Source: an optimization exercise on an open RTL-to-GDS flow (aim: small area and a short achievable clock period). Production flows keep margins and buffers that such runs may drop. At most, simulation tests tie the RTL to the original design; equivalence was not proved. No functional check of the RTL was part of runs 1 and 2. Power figures rest on the tool's default switching activity, not on a simulated workload.

==> flow/design.v, too long to show whole: its modules and the start of the top module <==
// module FA: 7 lines
// module HA: 7 lines
// module BSEL8: 8 lines
// module BSEL8N: 8 lines
// module AOI22X2: 7 lines
// module NANDXOR: 6 lines
// module NANDXNOR: 6 lines
// module BSEL8B: 6 lines
// module BSEL8A: 6 lines
// module BSEL4: 6 lines
// module BSEL4N: 6 lines
// module GPLEAF: 7 lines
// module KSA: 455 lines
// module X3ADD: 191 lines
// module PGBLK: 7 lines
// module PGGRY: 6 lines
// module Booth: 1733 lines
module Booth (
    input  CLK, RST,
    input  [31:0] x, y,
    output [63:0] p
);
  // ...
==> flow/flow/run.sh <==
#!/bin/bash
# Own layout flow: the standard flow, plus one step after floorplan that
# sets every combinational cell to the smallest drive strength of its family
# (Yosys/ABC map with a fixed load and tends to pick oversized gates). The
# later resizer steps (repair_design, repair_timing) size up what needs it.
set -euo pipefail
here=$(pwd)
export POST_FLOORPLAN_TCL="$here/flow/downsize.tcl"
# buffer the ports with a plain buffer (the default pick is a slow delay cell)
export BUFFER_PORTS_ARGS="-buffer_cell sky130_fd_sc_hd__buf_2"
bash standard.sh > "$here/standard.log" 2>&1
==> flow/flow/downsize.tcl <==
# Swap each combinational standard cell for the smallest-drive cell of the same
# function (same footprint family); leave flops, adders, buffers and ties alone.
set n 0
foreach inst [get_cells *] {
  set master [get_property $inst ref_name]
  if {![regexp {^sky130_fd_sc_hd__([a-z0-9]+)_([0-9]+)$} $master -> base size]} { continue }
  if {[regexp {^(df|sdf|edf|dl|fa|ha|conb|tap|fill|decap|buf|clkbuf|clkdly|dlygate|dlymetal|inv|clkinv|diode|lpflow|probe)} $base]} { continue }
  set best ""
  set bestsize 1000
  foreach lc [get_lib_cells sky130_fd_sc_hd__${base}_*] {
    set nm [get_name $lc]
    if {![regexp "^sky130_fd_sc_hd__${base}_(\[0-9\]+)\$" $nm -> s]} { continue }
    if {[get_property $lc dont_use]} { continue }
    if {$s < $bestsize} { set bestsize $s; set best $nm }
  }
  if {$best ne "" && $best ne $master} {
    replace_cell $inst $best
    incr n
  }
}
puts "downsize: replaced $n cells"
==> flow/standard.sh <==
#!/bin/bash
# synth_recipe.tcl (not shown) runs the flow's synth.tcl, then flattens the netlist and writes it again
# the make line also repeats each setting of config.mk as NAME=value (left out here)
make -C /OpenROAD-flow-scripts/flow DESIGN_CONFIG=/design/flow/config.mk WORK_HOME=/design/flow/orfs CLKGATE_MAP_FILE= SYNTH_SCRIPT=/design/flow/synth_recipe.tcl "${@:-finish}"
==> flow/config.mk <==
export PLATFORM = sky130hd
export DESIGN_NAME = Booth
export DESIGN_NICKNAME = Booth
export VERILOG_FILES = /design/flow/design.v
export SDC_FILE = /design/flow/constraint.sdc
export NUM_CORES = 4
export LEC_CHECK = 0
export CAP_MARGIN = 20
export CORE_MARGIN = 2
export CORE_UTILIZATION = 40
export SETUP_SLACK_MARGIN = 3.1
export SLEW_MARGIN = 20
export SYNTH_HIERARCHICAL = 1
export SYNTH_MINIMUM_KEEP_SIZE = 0
==> flow/constraint.sdc <==
create_clock -name core_clock -period 7.5 [get_ports {CLK}]
set_input_delay 1.5000 -clock core_clock [delete_from_list [all_inputs] [get_ports {CLK}]]
set_output_delay 1.5000 -clock core_clock [all_outputs]
set_load 0.01 [all_outputs]
==> flow_summary.toml, run 1 <==
[hold_path]
hp-start = "neg[0]"
hold_class = "flip-flop to flip-flop"

[final_layout]
signal_buffers = 177
seq_share = 0.1599
multi_input_area_mm2 = 0.02296
final_cell_mix = "a22oi_1 (692), xor2_1 (359), nand2_1 (350)"
layout.cells.non_filler = 4150
n_antenna_cell = 2
seq_cells = 238
layout.nets = 3581

[global_route]
grt_usage = 0.2453
grt_pass1_vias = 25480
grt_pass1_wl_um = 158300
grt_util_met1 = 0.3186

[critical_path]
startpoint = "x3r[9]"
worstSetupEndpointType = "flip-flop"
worstPathRequired_ns = 7.94
reg2reg_slack_ns = 3.16
path_cells = "a22oi_1 > nand2_1 > xor2_1 > fa_1 > fa_1 > fa_1 > fa_1 > fa_1 > ha_1 > ha_1 > nor2b_1"
crit_arrival_ns = 4.79
cpLargestDelayFamily = "adder cells"

[detailed_routing]
drcViolationCount = 0
wire_per_inst_um = 25.06
m1WireLength_um = 40550

[sta]
timing.hold.ws_ns = 0.9038
fin_worst_skew_ns = 0.03059
period_share = 0.5792
min_period_ns = 4.344

[die]
coreArea_mm2 = 0.08068

[synthesis]
syn_inst = 2866

[run]
drv_cap = 0

[power_and_ir_drop]
peakVddDrop_mv = 0.4667
swShare = 0.4630

[outcome]
status = "no timing/DRC/antenna violations"

[placed_design]
hpwl_um = 65770
==> run 2, diff against run 1 <==
--- a/flow/config.mk
+++ b/flow/config.mk
@@ -8,7 +8,7 @@
 export CAP_MARGIN = 20
 export CORE_MARGIN = 2
 export CORE_UTILIZATION = 40
-export SETUP_SLACK_MARGIN = 3.1
+export SETUP_SLACK_MARGIN = 3.4
 export SLEW_MARGIN = 20
 export SYNTH_HIERARCHICAL = 1
 export SYNTH_MINIMUM_KEEP_SIZE = 0
==> run 2 against run 1 <==
Effect of this change: maximum frequency rose by 3.4%; power rose by 16%; first-iteration DRC count rose by 29%; clock skew fell by 0.018 ns; combinational power rose by 25%; critical path type unchanged; clock power fell by 9.5%; still clean; worst setup slack improved by 0.14 ns.
==> flow_summary.toml, run 2 <==
[clock_tree]
clkLatencyLatePin_ns = 0.59
cts_tree = "done"
cts_buffers = 26
hold_buffers = 0
htreeDepth = 1
clk_path_buf_depth = 3
path_clk_slew_ns = 0.06
root_buffer = "clkbuf_16"
clock-sinks = 238

[final_layout]
final_common_cell = "a22oi_1"
top_register = "pr"
layout.nets = 3779
final_cell_mix = "a22oi_1 (663), nand2_1 (341), xor2_1 (328)"
layout.cells.non_filler = 4346
reg_top3 = "pr x64, gr x55, x3r x33"
drive_gt1_frac = 0.2234
area_growth_pct = 7.267
n_antenna_cell = 0
fin_area_mm2 = 0.03500
largest_register_ffs = 64

[critical_path]
crit_arrival_ns = 4.66
reg2reg_depth = 12
critPathBufInv = 1
path_cells = "buf_4 > a22oi_1 > nand2_1 > xor2_2 > fa_2 > fa_1 > fa_2 > fa_2 > fa_1 > ha_4 > ha_1 > nor2b_1"
crit_type = "flip-flop to flip-flop"
cpLargestDelayFamily = "adder cells"
cpPeakStageDelay_ns = 0.54
worstSetupEndpointType = "flip-flop"
crit_slowest_cell = "fa_2"
crit_top_cell = "fa_2"
worstSetupPathDepth = 12
worstPathRequired_ns = 7.95
worstSetupStartpointType = "flip-flop"
cp_max_fo = 8

[sta]
setup-tns-final_ns = 0
tightest_slew_ns = 1.003
period_share = 0.5603
max_slew_margin = 0.3311
max_freq_ghz = 0.2380
fin_worst_skew_ns = 0.01272
rsz0062_at_grt = "true"
slew_violations = 0
min_period_ns = 4.202
finalHoldViolCount = 0
setup_violations = 0
setup_ws_ns = 3.298

[synthesis]
synth_area_per_cell_um2 = 11.38
yosys_warnings = 7
synth_area_mm2 = 0.03263
syn_inst = 2866

[hold_path]
hold_class = "flip-flop to flip-flop"
hold_depth = 2

[power_and_ir_drop]
peakVddDrop_mv = 0.4413
leakagePower_nw = 15.97
p_per_area_mw_per_mm2 = 518.9

[run]
drv_cap = 0

[global_route]
grt_pass1_vias = 26040
grt.overflow.total = 0
grt_usage = 0.2759
grt_pass1_wl_um = 173500
grt_start_max_net_pins = 65
antenna_found_initial = 4

[die]
fp.dieW_um = 289.6
ioPinCount = 130
die-area_mm2 = 0.08387
rows = 104
die_h_um = 289.6
start_util = 0.4044
coreArea_mm2 = 0.08068

[detailed_routing]
drt_wl_total_um = 123600
drt_first_iter_violations = 4888
drcViolationCount = 0
routed_via_density = 6.244
wire_per_inst_um = 28.44
ant_nets = 0
first_pass_iters = 15
vias = 27140

[outcome]
status = "no timing/DRC/antenna violations"

[placed_design]
gp_congestion = 0.8886
dp_cells = 4082
placed_area_mm2 = 0.03021
hpwl_um = 65620
port_buffers = 129
dpl_worst_slack_ns = 2.937
-- run 2: cell type report --
class / instances / area (µm²)
Fill cell: 7704 / 45680
Multi-Input combinational cell: 2607 / 23890
Sequential cell: 238 / 5134
Timing Repair Buffer: 371 / 3690
Tap cell: 1060 / 1326
Clock buffer: 32 / 724.4
Clock inverter: 16 / 157.7
Inverter: 22 / 82.58
-- run 2: layer usage --
metal,vias up,wire length [µm],global-route usage
met2,2269,49880,0.4003
met1,12920,45430,0.3548
met4,9,9631,0.1579
li1,11300,-,-
met3,644,18500,0.09560
met5,-,172,0.006250
-- run 2: timing repair --
| action | in CTS | in global routing |
|---|---|---|
| buffers inserted | 109 | 100 |
| pin swaps | 22 | 77 |
| endpoints found under the setup margin | 92 | 83 |
| gates resized for setup | 167 | 198 |
| gates cloned | 4 | 3 |
-- run 2: power by group --
| part | internal [mW] | switching (mW) | total [mW] |
|---|---|---|---|
| sequential | 1.94 | 0.641 | 2.58 |
| clock | 0.757 | 0.574 | 1.33 |
| combinational | 7.10 | 7.15 | 14.2 |
-- run 2: worst reg2reg max path, delay by kind of cell, from the launching register on --
kind / cells / cell delay, ns
AND/OR/NAND/NOR: 2 / 0.26
adder cells (fa/ha/maj): 7 / 2.72
flip-flops: 1 / 0.50
buffers and inverters: 1 / 0.27
XOR/XNOR: 1 / 0.20
AO/OA/AOI/OAI: 1 / 0.12
-- run 2: through the flow --
step | hold WS [ns] | total power [mW] | util
5_1_grt | 0.9178 | 20.27 | 0.4338
3_5_place_dp | 0.8968 | 14.73 | 0.3744
4_1_cts | 0.8794 | 16.56 | 0.4110
2_1_floorplan | 0.8787 | 12.12 | -
3_3_place_gp | 0.8943 | 14.48 | 0.3744
6_report | 0.8820 | 18.16 | 0.4338
-- run 2: final timing paths --
| path | end | slack [ns] | from |
|---|---|---|---|
| max | gr[37] | 3.30 | s1[3] |
| min | pr[0] | 0.88 | neg[0] |
| max reg2reg | gr[37] | 3.30 | s1[3] |
| min reg2reg | pr[0] | 0.88 | neg[0] |
==> module BSEL8, before the edit <==
module BSEL8 (
    input  s1, s2, s3, s4, neg, a, b, t, c,
    output pp
);
    wire u, v;
    AOI22X2 u0 (.s1(s1), .a(a), .s2(s2), .b(b), .s3(s3), .t(t), .s4(s4), .c(c), .u(u), .v(v));
    NANDXOR u2 (.u(u), .v(v), .neg(neg), .pp(pp));
endmodule
==> module BSEL8N, before the edit <==
module BSEL8N (
    input  s1, s2, s3, s4, neg, a, b, t, c,
    output pp
);
    wire u, v;
    AOI22X2 u0 (.s1(s1), .a(a), .s2(s2), .b(b), .s3(s3), .t(t), .s4(s4), .c(c), .u(u), .v(v));
    NANDXNOR u2 (.u(u), .v(v), .neg(neg), .pp(pp));
endmodule
==> run 3, diff against run 2 <==
--- a/flow/design.v
+++ b/flow/design.v
@@ -16,36 +16,13 @@
     input  s1, s2, s3, s4, neg, a, b, t, c,
     output pp
 );
-    wire u, v;
-    AOI22X2 u0 (.s1(s1), .a(a), .s2(s2), .b(b), .s3(s3), .t(t), .s4(s4), .c(c), .u(u), .v(v));
-    NANDXOR u2 (.u(u), .v(v), .neg(neg), .pp(pp));
+    assign pp = neg ^ ((s1 & a) | (s2 & b) | (s3 & t) | (s4 & c));
 endmodule
 module BSEL8N (
     input  s1, s2, s3, s4, neg, a, b, t, c,
     output pp
 );
-    wire u, v;
-    AOI22X2 u0 (.s1(s1), .a(a), .s2(s2), .b(b), .s3(s3), .t(t), .s4(s4), .c(c), .u(u), .v(v));
-    NANDXNOR u2 (.u(u), .v(v), .neg(neg), .pp(pp));
-endmodule
-module AOI22X2 (
-    input  s1, a, s2, b, s3, t, s4, c,
-    output u, v
-);
-    assign u = ~((s1 & a) | (s2 & b));
-    assign v = ~((s3 & t) | (s4 & c));
-endmodule
-module NANDXOR (
-    input  u, v, neg,
-    output pp
-);
-    assign pp = neg ^ ~(u & v);
-endmodule
-module NANDXNOR (
-    input  u, v, neg,
-    output pp
-);
-    assign pp = ~(neg ^ ~(u & v));
+    assign pp = ~(neg ^ ((s1 & a) | (s2 & b) | (s3 & t) | (s4 & c)));
 endmodule
 module BSEL8B (
     input  s1, s2, s3, neg, a, b, t,
--- a/flow/config.mk
+++ b/flow/config.mk
@@ -8,7 +8,7 @@
 export CAP_MARGIN = 20
 export CORE_MARGIN = 2
 export CORE_UTILIZATION = 40
-export SETUP_SLACK_MARGIN = 3.4
+export SETUP_SLACK_MARGIN = 3.1
 export SLEW_MARGIN = 20
 export SYNTH_HIERARCHICAL = 1
 export SYNTH_MINIMUM_KEEP_SIZE = 0
==> run 3 against run 2 <==
Effect of this change: register-to-register slack worse by 0.16 ns; largest power group unchanged; sequential power up 2%; die area down 5.0%; via count fell by 9.1%; sequential share of layout area grew 1.2 points; worst setup slack worse by 0.16 ns; worst hold slack improved by 0.090 ns; combinational power decreased by 17%.
==> flow_summary.toml, run 3 <==
[die]
start_util = 0.4019
coreArea_mm2 = 0.07708
fp.dieW_um = 282.3
die-area_mm2 = 0.07968
die_h_um = 282.3
ioPinCount = 130
rows = 102

[detailed_routing]
vias = 24670
first_pass_iters = 6
routed.top_layer = "met5"
drt_first_iter_violations = 3567
wl_met3_um = 14430
m1WireLength_um = 39950
ant_nets = 0
drcViolationCount = 0
wl_met2_um = 45420
wire_per_inst_um = 27.86
drt_wl_total_um = 106800
routed_via_density = 6.437

[critical_path]
r2r_start = "x3r[24]"
crit_arrival_ns = 4.79
worstPathRequired_ns = 7.94
worstSetupStartpointType = "flip-flop"
worstSetupEndpointType = "flip-flop"
cp_max_fo = 10
rr_endpoint = "gr[41]"
reg2reg_depth = 11
reg2reg_slack_ns = 3.14
crit_type = "flip-flop to flip-flop"
startpoint = "x3r[24]"

[hold_path]
worstHoldEndpoint = "pr[0]"
hp-start = "xr[0]"
hold_class = "flip-flop to flip-flop"
hold_depth = 4

[final_layout]
reg_top3 = "pr x64, gr x55, x3r x33"
multi_input_area_mm2 = 0.02290
utilization = 0.4136
final_common_cell = "xnor2_1"
fin_area_mm2 = 0.03188
area_growth_pct = 2.912
final_cell_mix = "xnor2_1 (439), a22o_1 (330), a221oi_1 (288)"
seq_area_mm2 = 0.005056
largest_register_ffs = 64
layout.nets = 3282
top_register = "pr"
drive_gt1_frac = 0.1581
layout.cells.non_filler = 3832
fillers = 7368

[clock_tree]
path_clk_slew_ns = 0.06
cts_buffers = 27
clk_path_buf_depth = 3
htreeDepth = 1
root_buffer = "clkbuf_16"
cts_tree = "done"
clkLatencyLatePin_ns = 0.59
clock-sinks = 238

[sta]
min_period_ns = 4.358
period_share = 0.5811
fin_worst_skew_ns = 0.02117
max_freq_ghz = 0.2295
max_slew_margin = 0.5331
finalHoldViolCount = 0
rsz0062_at_grt = "true"
timing.hold.ws_ns = 0.9722
slew_violations = 0
tightest_slew_ns = 0.7004
setup-tns-final_ns = 0
setup_violations = 0
setup_ws_ns = 3.142

[outcome]
status = "no timing/DRC/antenna violations"

[placed_design]
dp_cells = 3756
placed_area_mm2 = 0.02975
port_buffers = 129
hpwl_um = 68310
gp_congestion = 0.9388
dpl_worst_slack_ns = 2.566

[synthesis]
syn_inst = 2536
synth_area_mm2 = 0.03098
yosys_warnings = 7
synth_area_per_cell_um2 = 12.21

[power_and_ir_drop]
total_power_mw = 15.94
p_per_area_mw_per_mm2 = 499.9
peakVddDrop_mv = 0.2901
leakagePower_nw = 13.33

[global_route]
antenna_found_initial = 5
grt_pass1_vias = 24700
grt_usage = 0.2542
grt_pass1_wl_um = 155600
grt.overflow.total = 0
grt_start_max_net_pins = 65

[run]
drv_cap = 0
## run 3: worst max path at each step
stage | cells after the start | end | slack, ns
final | 11 | gr[41] | 3.14
after global routing | 12 | gr[33] | 3.04
after CTS | 10 | gr[38] | 3.10
after detailed placement | 12 | gr[41] | 2.57
after global placement | 12 | gr[41] | 2.62
after floorplan | 11 | gr[38] | 3.07
## run 3: routing by layer
metal / global-route usage / vias to the layer above
li1: - / 10320
met1: 0.3297 / 12070
met2: 0.3862 / 1777
met3: 0.07285 / 494
met4: 0.1256 / 6
met5: 0 / -
## run 3: final cells by class
cell class / count / share of cell area
inverter: 22 / 0.002590
clock inverter: 15 / 0.006751
multi-input combinational: 2272 / 0.7185
antenna: 2 / 0.0001570
sequential: 238 / 0.1586
timing repair buffer: 208 / 0.04859
tap: 1040 / 0.04082
clock buffer: 35 / 0.02402
## run 3: report_power, final
part | internal, mW | switching [mW]
logic | 5.80 | 6.05
clock network | 0.891 | 0.569
registers | 1.93 | 0.699
## run 3: timing repair
item                       4_1_cts  5_1_grt
hold buffers                     0        0
gates cloned                     0        0
buffers inserted                 4       20
setup endpoints to repair       86       65
pin swaps                        7       22
resized for setup              112      118
hold endpoints to repair         0        0
## run 3: worst max-delay path, cell delays in order, from the launching register on
cell      delay (ns)
dfxtp_2         0.61
a22o_1          0.22
a221oi_1        0.06
xnor2_1         0.45
fa_1            0.55
fa_1            0.42
fa_1            0.40
fa_1            0.51
fa_1            0.41
ha_1            0.29
ha_1            0.17
nor2b_1         0.12

[what the ideal ports hide]
In the flow no input, the clock included, has a driving cell. The finished layouts below were timed again as built, in two steps. Step 1 sets driving cells, clkbuf_16 on the clock port and buf_2 on the other inputs (assumed; they add their load-dependent delay and slew). Step 2 times the ports against the registers' clock, not the clock port: input delays grow and output delays shrink by t, the midpoint of the rising clock arrivals with the driver on. Three values: ideal ports, drivers, drivers and shift; two values: the first two.
run | t, ns | setup slack, ns | worst hold slack (ns) | worst slew at a driven data input, ns
run 1 | 0.629 | 3.156 / 3.153 / 3.156 | 0.904 / 0.904 / 0.904 | 0.08
run 2 | 0.649 | 3.298 / 3.298 / 3.298 | 0.882 / 0.882 / 0.882 | 0.08
run 3 | 0.647 | 3.142 / 3.128 / 3.142 | 0.972 / 0.972 / 0.972 | 0.06
After both steps setup and hold are still met in every run listed.
